This is an optimization exercise on Yosys and OpenROAD, whose aim is a short achievable clock period and few clock cycles, not a production implementation. Function was checked by simulation only, so behaviour that the tests miss may differ from the original.

==> inputs of 04-16 <==
==> flow/design.v <==
`timescale 1ns / 1ps
module mul_div #(parameter DSTEP = 8) (
    input clk,
    input rst,
    input start,             
    input [1:0] op,          
    input [31:0] a,
    input [31:0] b,
    input mthi,
    input mtlo,
    output reg [31:0] hi,
    output reg [31:0] lo,
    output reg hi_pend,
    output reg lo_pend
    );
    reg mul_busy;
    reg [32:0] ma, mb;
    wire [65:0] prod = $signed(ma) * $signed(mb);
    localparam NIT = 32 / DSTEP;
    reg div_busy, div_fix;
    reg [5:0] dcnt;
    reg [31:0] drem, dq, dd;
    reg dnegq, dnegr, dzero;
    wire sgn = (op == 2'd2);
    wire neg1 = sgn & a[31];
    wire neg2 = sgn & b[31];
    wire [31:0] ua = neg1 ? -a : a;
    wire [31:0] ub = neg2 ? -b : b;
    reg [31:0] nrem, nq;
    reg [32:0] t;
    integer k;
    always @(*) begin
        nrem = drem;
        nq = dq;
        for (k = 0; k < DSTEP; k = k + 1) begin
            t = {nrem, nq[31]};
            nq = {nq[30:0], 1'b0};
            if (t >= {1'b0, dd}) begin
                t = t - {1'b0, dd};
                nq[0] = 1'b1;
            end
            nrem = t[31:0];
        end
    end
    always @(posedge clk) begin
        if (rst) begin
            hi <= 0; lo <= 0;
            hi_pend <= 0; lo_pend <= 0;
            mul_busy <= 0; div_busy <= 0; div_fix <= 0;
            dcnt <= 0;
        end else begin
            if (mul_busy) begin
                if (hi_pend) hi <= prod[63:32];
                if (lo_pend) lo <= prod[31:0];
                hi_pend <= 0; lo_pend <= 0;
                mul_busy <= 0;
            end
            if (div_busy) begin
                drem <= nrem;
                dq <= nq;
                dcnt <= dcnt - 1;
                if (dcnt == 1) begin
                    div_busy <= 0;
                    div_fix <= 1;
                end
            end
            if (div_fix) begin
                div_fix <= 0;
                if (hi_pend) hi <= dnegr ? -drem : drem;
                if (lo_pend) lo <= dzero ? 32'hffffffff : (dnegq ? -dq : dq);
                hi_pend <= 0; lo_pend <= 0;
            end
            if (mthi) begin hi <= a; hi_pend <= 0; end
            if (mtlo) begin lo <= a; lo_pend <= 0; end
            if (start) begin
                hi_pend <= 1; lo_pend <= 1;
                mul_busy <= ~op[1];
                div_busy <= op[1];
                div_fix <= 0;
                ma <= {~op[0] & a[31], a};
                mb <= {~op[0] & b[31], b};
                dcnt <= NIT;
                drem <= 0;
                dq <= ua;
                dd <= ub;
                dnegq <= neg1 ^ neg2;
                dnegr <= neg1;
                dzero <= (b == 0);
            end
        end
    end
endmodule
`timescale 1ns / 1ps
module mips(
    input clk,
    input reset,
    output [31:0] i_addr,
    input [31:0] i_data,
    output [31:0] d_addr,
    output [31:0] d_wdata,
    output [3:0] d_be,
    input [31:0] d_rdata,
    output wb_en,
    output [4:0] wb_reg,
    output [31:0] wb_data,
    output [31:0] wb_pc
    );
    reg rst;
    always @(posedge clk) rst <= reset;
    wire rst_out = reset | rst;
    reg [31:0] fpc;
    assign i_addr = fpc;
    reg x_valid;
    reg [31:0] x_ir, x_pc;
    wire [5:0] op = x_ir[31:26];
    wire [4:0] rs = x_ir[25:21];
    wire [4:0] rt = x_ir[20:16];
    wire [4:0] rd = x_ir[15:11];
    wire [4:0] sa = x_ir[10:6];
    wire [5:0] fn = x_ir[5:0];
    wire [15:0] imm = x_ir[15:0];
    wire is_r   = (op == 6'b000000);
    wire f_sll  = is_r & (fn == 6'b000000);
    wire f_srl  = is_r & (fn == 6'b000010);
    wire f_sra  = is_r & (fn == 6'b000011);
    wire f_sllv = is_r & (fn == 6'b000100);
    wire f_srlv = is_r & (fn == 6'b000110);
    wire f_srav = is_r & (fn == 6'b000111);
    wire f_jr   = is_r & (fn == 6'b001000);
    wire f_jalr = is_r & (fn == 6'b001001);
    wire f_mfhi = is_r & (fn == 6'b010000);
    wire f_mthi = is_r & (fn == 6'b010001);
    wire f_mflo = is_r & (fn == 6'b010010);
    wire f_mtlo = is_r & (fn == 6'b010011);
    wire f_md   = is_r & (fn[5:2] == 4'b0110);
    wire f_sub  = is_r & (fn[5:1] == 5'b10001);
    wire f_and  = is_r & (fn == 6'b100100);
    wire f_or   = is_r & (fn == 6'b100101);
    wire f_xor  = is_r & (fn == 6'b100110);
    wire f_nor  = is_r & (fn == 6'b100111);
    wire f_slt  = is_r & (fn == 6'b101010);
    wire f_sltu = is_r & (fn == 6'b101011);
    wire o_j     = (op == 6'b000010);
    wire o_jal   = (op == 6'b000011);
    wire o_beq   = (op == 6'b000100);
    wire o_bne   = (op == 6'b000101);
    wire o_blez  = (op == 6'b000110);
    wire o_bgtz  = (op == 6'b000111);
    wire o_rimm  = (op == 6'b000001);
    wire o_ialu  = (op[5:3] == 3'b001);
    wire o_slti  = (op == 6'b001010);
    wire o_sltiu = (op == 6'b001011);
    wire o_andi  = (op == 6'b001100);
    wire o_ori   = (op == 6'b001101);
    wire o_xori  = (op == 6'b001110);
    wire o_lui   = (op == 6'b001111);
    wire o_load  = (op[5:3] == 3'b100);
    wire o_store = (op[5:3] == 3'b101);
    wire shift_imm = f_sll | f_srl | f_sra;
    wire use_rs = ~(o_j | o_jal | o_lui | shift_imm | f_mfhi | f_mflo);
    wire use_rt = (is_r & ~(f_jr | f_jalr | f_mfhi | f_mflo | f_mthi | f_mtlo)) | o_store | o_beq | o_bne;
    wire wr_rd = is_r & ~(f_jr | f_md | f_mthi | f_mtlo);
    wire [4:0] dst = wr_rd ? rd : o_jal ? 5'd31 : rt;
    wire writes = (wr_rd | o_ialu | o_load | o_jal) & (dst != 5'd0);
    reg [1023:0] rf;
    wire [31:0] rf_rs = rf[rs*32 +: 32];
    wire [31:0] rf_rt = rf[rt*32 +: 32];
    reg m_we, m_load;
    reg [4:0] m_rd;
    reg [31:0] m_res, m_pc;
    reg [2:0] m_lt;
    reg [31:0] d_addr_r, d_wdata_r;
    reg [3:0] d_be_r;
    reg w_we, w_load;
    reg [4:0] w_rd;
    reg [31:0] w_res, w_pc, w_raw;
    reg [2:0] w_lt;
    reg [1:0] w_al;
    reg [31:0] w_val;
    always @(*) begin
        case (w_lt)
            3'b000: w_val = {{24{w_raw[w_al*8+7]}}, w_raw[w_al*8 +: 8]};
            3'b100: w_val = {24'd0, w_raw[w_al*8 +: 8]};
            3'b001: w_val = w_al[1] ? {{16{w_raw[31]}}, w_raw[31:16]} : {{16{w_raw[15]}}, w_raw[15:0]};
            3'b101: w_val = w_al[1] ? {16'd0, w_raw[31:16]} : {16'd0, w_raw[15:0]};
            default: w_val = w_raw;
        endcase
        if (!w_load) w_val = w_res;
    end
    wire [31:0] rs_v = (m_we & (m_rd == rs)) ? m_res : (w_we & (w_rd == rs)) ? w_val : rf_rs;
    wire [31:0] rt_v = (m_we & (m_rd == rt)) ? m_res : (w_we & (w_rd == rt)) ? w_val : rf_rt;
    wire [31:0] hi, lo;
    wire hi_pend, lo_pend;
    wire ld_haz = m_we & m_load & ((use_rs & (m_rd == rs)) | (use_rt & (m_rd == rt)));
    wire md_haz = (f_mfhi & hi_pend) | (f_mflo & lo_pend);
    wire stall = x_valid & (ld_haz | md_haz);
    wire go = x_valid & ~stall;
    wire [31:0] simm = {{16{imm[15]}}, imm};
    wire [31:0] zimm = {16'd0, imm};
    wire [31:0] bop = is_r ? rt_v : (o_andi | o_ori | o_xori) ? zimm : simm;
    wire [31:0] sum = rs_v + bop;
    wire [31:0] dif = rs_v - bop;
    wire lt_s = $signed(rs_v) < $signed(bop);
    wire lt_u = rs_v < bop;
    wire [4:0] shamt = shift_imm ? sa : rs_v[4:0];
    wire [31:0] pc8 = x_pc + 32'd8;
    reg [31:0] res;
    always @(*) begin
        if (f_sll | f_sllv) res = rt_v << shamt;
        else if (f_srl | f_srlv) res = rt_v >> shamt;
        else if (f_sra | f_srav) res = $signed(rt_v) >>> shamt;
        else if (f_sub) res = dif;
        else if (f_and | o_andi) res = rs_v & bop;
        else if (f_or | o_ori) res = rs_v | bop;
        else if (f_xor | o_xori) res = rs_v ^ bop;
        else if (f_nor) res = ~(rs_v | bop);
        else if (f_slt | o_slti) res = {31'd0, lt_s};
        else if (f_sltu | o_sltiu) res = {31'd0, lt_u};
        else if (o_lui) res = {imm, 16'd0};
        else if (f_jalr | o_jal) res = pc8;
        else if (f_mfhi) res = hi;
        else if (f_mflo) res = lo;
        else res = sum;
    end
    wire eq = (rs_v == rt_v);
    wire rs_z = (rs_v == 32'd0);
    wire cond = (o_beq & eq) | (o_bne & ~eq) | (o_blez & (rs_v[31] | rs_z)) |
                (o_bgtz & ~rs_v[31] & ~rs_z) |
                (o_rimm & (rt == 5'd0) & rs_v[31]) | (o_rimm & (rt == 5'd1) & ~rs_v[31]);
    wire jump = o_j | o_jal | f_jr | f_jalr;
    wire taken = x_valid & (cond | jump);
    wire [31:0] pc4 = x_pc + 32'd4;
    wire [31:0] btarget = pc4 + {simm[29:0], 2'b00};
    wire [31:0] target = (f_jr | f_jalr) ? rs_v : (o_j | o_jal) ? {pc4[29:26], x_ir[25:0], 2'b00} : btarget;
    wire [31:0] addr = sum;
    reg [3:0] be;
    reg [31:0] wdata;
    always @(*) begin
        case (op[1:0])
            2'b00: begin be = 4'b0001 << addr[1:0]; wdata = {4{rt_v[7:0]}}; end
            2'b01: begin be = addr[1] ? 4'b1100 : 4'b0011; wdata = {2{rt_v[15:0]}}; end
            default: begin be = 4'b1111; wdata = rt_v; end
        endcase
    end
    mul_div md(
        .clk(clk), .rst(rst),
        .start(go & f_md), .op(fn[1:0]), .a(rs_v), .b(rt_v),
        .mthi(go & f_mthi), .mtlo(go & f_mtlo),
        .hi(hi), .lo(lo), .hi_pend(hi_pend), .lo_pend(lo_pend));
    always @(posedge clk) begin
        if (rst) begin
            fpc <= 32'h00003000;
            x_valid <= 1'b0;
            x_ir <= 32'd0;
            x_pc <= 32'd0;
        end else if (!stall) begin
            fpc <= taken ? target : fpc + 32'd4;
            x_ir <= i_data;
            x_pc <= fpc;
            x_valid <= 1'b1;
        end
    end
    always @(posedge clk) begin
        if (rst) begin
            m_we <= 1'b0;
            m_load <= 1'b0;
        end else begin
            m_we <= go & writes;
            m_load <= o_load;
        end
        m_rd <= dst;
        m_res <= res;
        m_pc <= x_pc;
        m_lt <= op[2:0];
        d_addr_r <= addr;
        d_wdata_r <= wdata;
        d_be_r <= (rst_out | ~(go & o_store)) ? 4'b0000 : be;
    end
    assign d_addr = d_addr_r;
    assign d_wdata = d_wdata_r;
    assign d_be = d_be_r;
    always @(posedge clk) begin
        if (rst) w_we <= 1'b0;
        else w_we <= m_we;
        w_load <= m_load;
        w_rd <= m_rd;
        w_res <= m_res;
        w_pc <= m_pc;
        w_lt <= m_lt;
        w_al <= d_addr_r[1:0];
        w_raw <= d_rdata;
    end
    always @(posedge clk) begin
        if (rst) rf <= 1024'd0;
        else if (w_we) rf[w_rd*32 +: 32] <= w_val;
    end
    reg t_en;
    reg [4:0] t_reg;
    reg [31:0] t_data, t_pc;
    always @(posedge clk) begin
        t_en <= rst_out ? 1'b0 : w_we;
        t_reg <= w_rd;
        t_data <= w_val;
        t_pc <= w_pc;
    end
    assign wb_en = t_en;
    assign wb_reg = t_reg;
    assign wb_data = t_data;
    assign wb_pc = t_pc;
endmodule
==> flow/flow/run.sh <==
#!/bin/bash
export BUFFER_PORTS_ARGS="-buffer_cell sky130_fd_sc_hd__buf_4"
bash standard.sh SETUP_SLACK_MARGIN=159 SKIP_BUFFER_REMOVAL=1 finish > standard.log 2>&1
==> flow/standard.sh <==
#!/bin/bash
# synth_recipe.tcl (not shown) runs the flow's synth.tcl, then flattens the netlist and writes it again
# the make line also repeats each setting of config.mk as NAME=value (left out here)
make -C /OpenROAD-flow-scripts/flow DESIGN_CONFIG=/design/flow/config.mk WORK_HOME=/design/flow/orfs CLKGATE_MAP_FILE= SYNTH_SCRIPT=/design/flow/synth_recipe.tcl "${@:-finish}"
==> flow/config.mk <==
export PLATFORM = sky130hd
export DESIGN_NAME = mips
export DESIGN_NICKNAME = mips
export VERILOG_FILES = /design/flow/design.v
export SDC_FILE = /design/flow/constraint.sdc
export NUM_CORES = 4
export LEC_CHECK = 0
export CAP_MARGIN = 20
export CELL_PAD_IN_SITES_DETAIL_PLACEMENT = 1
export CELL_PAD_IN_SITES_GLOBAL_PLACEMENT = 2
export CORE_MARGIN = 2
export CORE_UTILIZATION = 30
export PLACE_DENSITY = 0.45
export SLEW_MARGIN = 20
==> flow/constraint.sdc <==
create_clock -name core_clock -period 200.0 [get_ports {clk}]
set_input_delay 40.0000 -clock core_clock [delete_from_list [all_inputs] [get_ports {clk}]]
set_output_delay 40.0000 -clock core_clock [all_outputs]
set_load 0.01 [all_outputs]
==> 01-07 (differences from 04-16) <==
==> flow/run.sh (new file) <==
#!/bin/bash
# synth_recipe.tcl (not shown) runs the flow's synth.tcl, then flattens the netlist and writes it again
# the make line also repeats each setting of config.mk as NAME=value (left out here)
make -C /OpenROAD-flow-scripts/flow DESIGN_CONFIG=/design/flow/config.mk WORK_HOME=/design/flow/orfs CLKGATE_MAP_FILE= SYNTH_SCRIPT=/design/flow/synth_recipe.tcl finish
removed: flow/flow/run.sh
removed: flow/standard.sh
==> run summary <==
item	01-07	04-16
Run status	no timing/DRC/antenna violations	no timing/DRC/antenna violations
Routed wire per std cell	33.0 um	33.0 um
Global routing usage on met3	0.0343	0.0362
Tightest hold margin	269 ps	315 ps
Reg-to-Reg End	md.drem[21]$_SDFFCE_PP0P_	md.drem[4]$_SDFFCE_PP0P_
Total inserted antenna cells	28	31
Utilization after layout	0.339	0.340
Count of clock buffers in the final design	291	306
Met1 track utilization from global routing	0.381	0.383
Routed wire length on met3	31.0 mm	32.1 mm
Post-route insts no fill	21900	22000
Endpoint arrival time on the critical path	2080 ps	1410 ps
Global-route wire length before repair	1020 mm	1020 mm
Vias in the first global route	131000	130000
Final WS setup	157920 ps	158590 ps
First drt pass iteration count	6	5
Starting DRC count in detailed routing	9099	9186
Met2 layer wire length in the routed design	351 mm	350 mm
Clock period minus final worst setup slack	42080 ps	41410 ps
Testbench counts of 04-16, summed over its fixed seeds: cycles 69,991.
Testbench counts of 01-07, summed over its fixed seeds: cycles 69,991.

re-timing with driven ports:
In the flow no input, the clock included, has a driving cell. The finished layouts below were timed again as built, in two steps. Step 1 assumes that a clkbuf_16 drives the clock port and a buf_2 every other input. Step 2 moves the port delays by t, midway between the first and last clock arrival at a register: inputs arrive t later, outputs are due t later. That takes back most of the time a late clock gives input paths. Slacks: ideal ports / drivers / drivers and shift; pairs: ideal ports / drivers.
| run | shift t [ns] | slack for setup (ns) | worst setup path at the end |
|---|---|---|---|
| 04-16 | 1.014 | 158.587 / 158.467 / 158.754 | input to register |
| 01-07 | 1.034 | 157.921 / 157.805 / 157.460 | input to register |
After both steps setup and hold are still met in every run listed. For 01-07, which loses most, drivers alone change the setup slack by -0.116 ns; drivers and shift together by -0.461 ns.
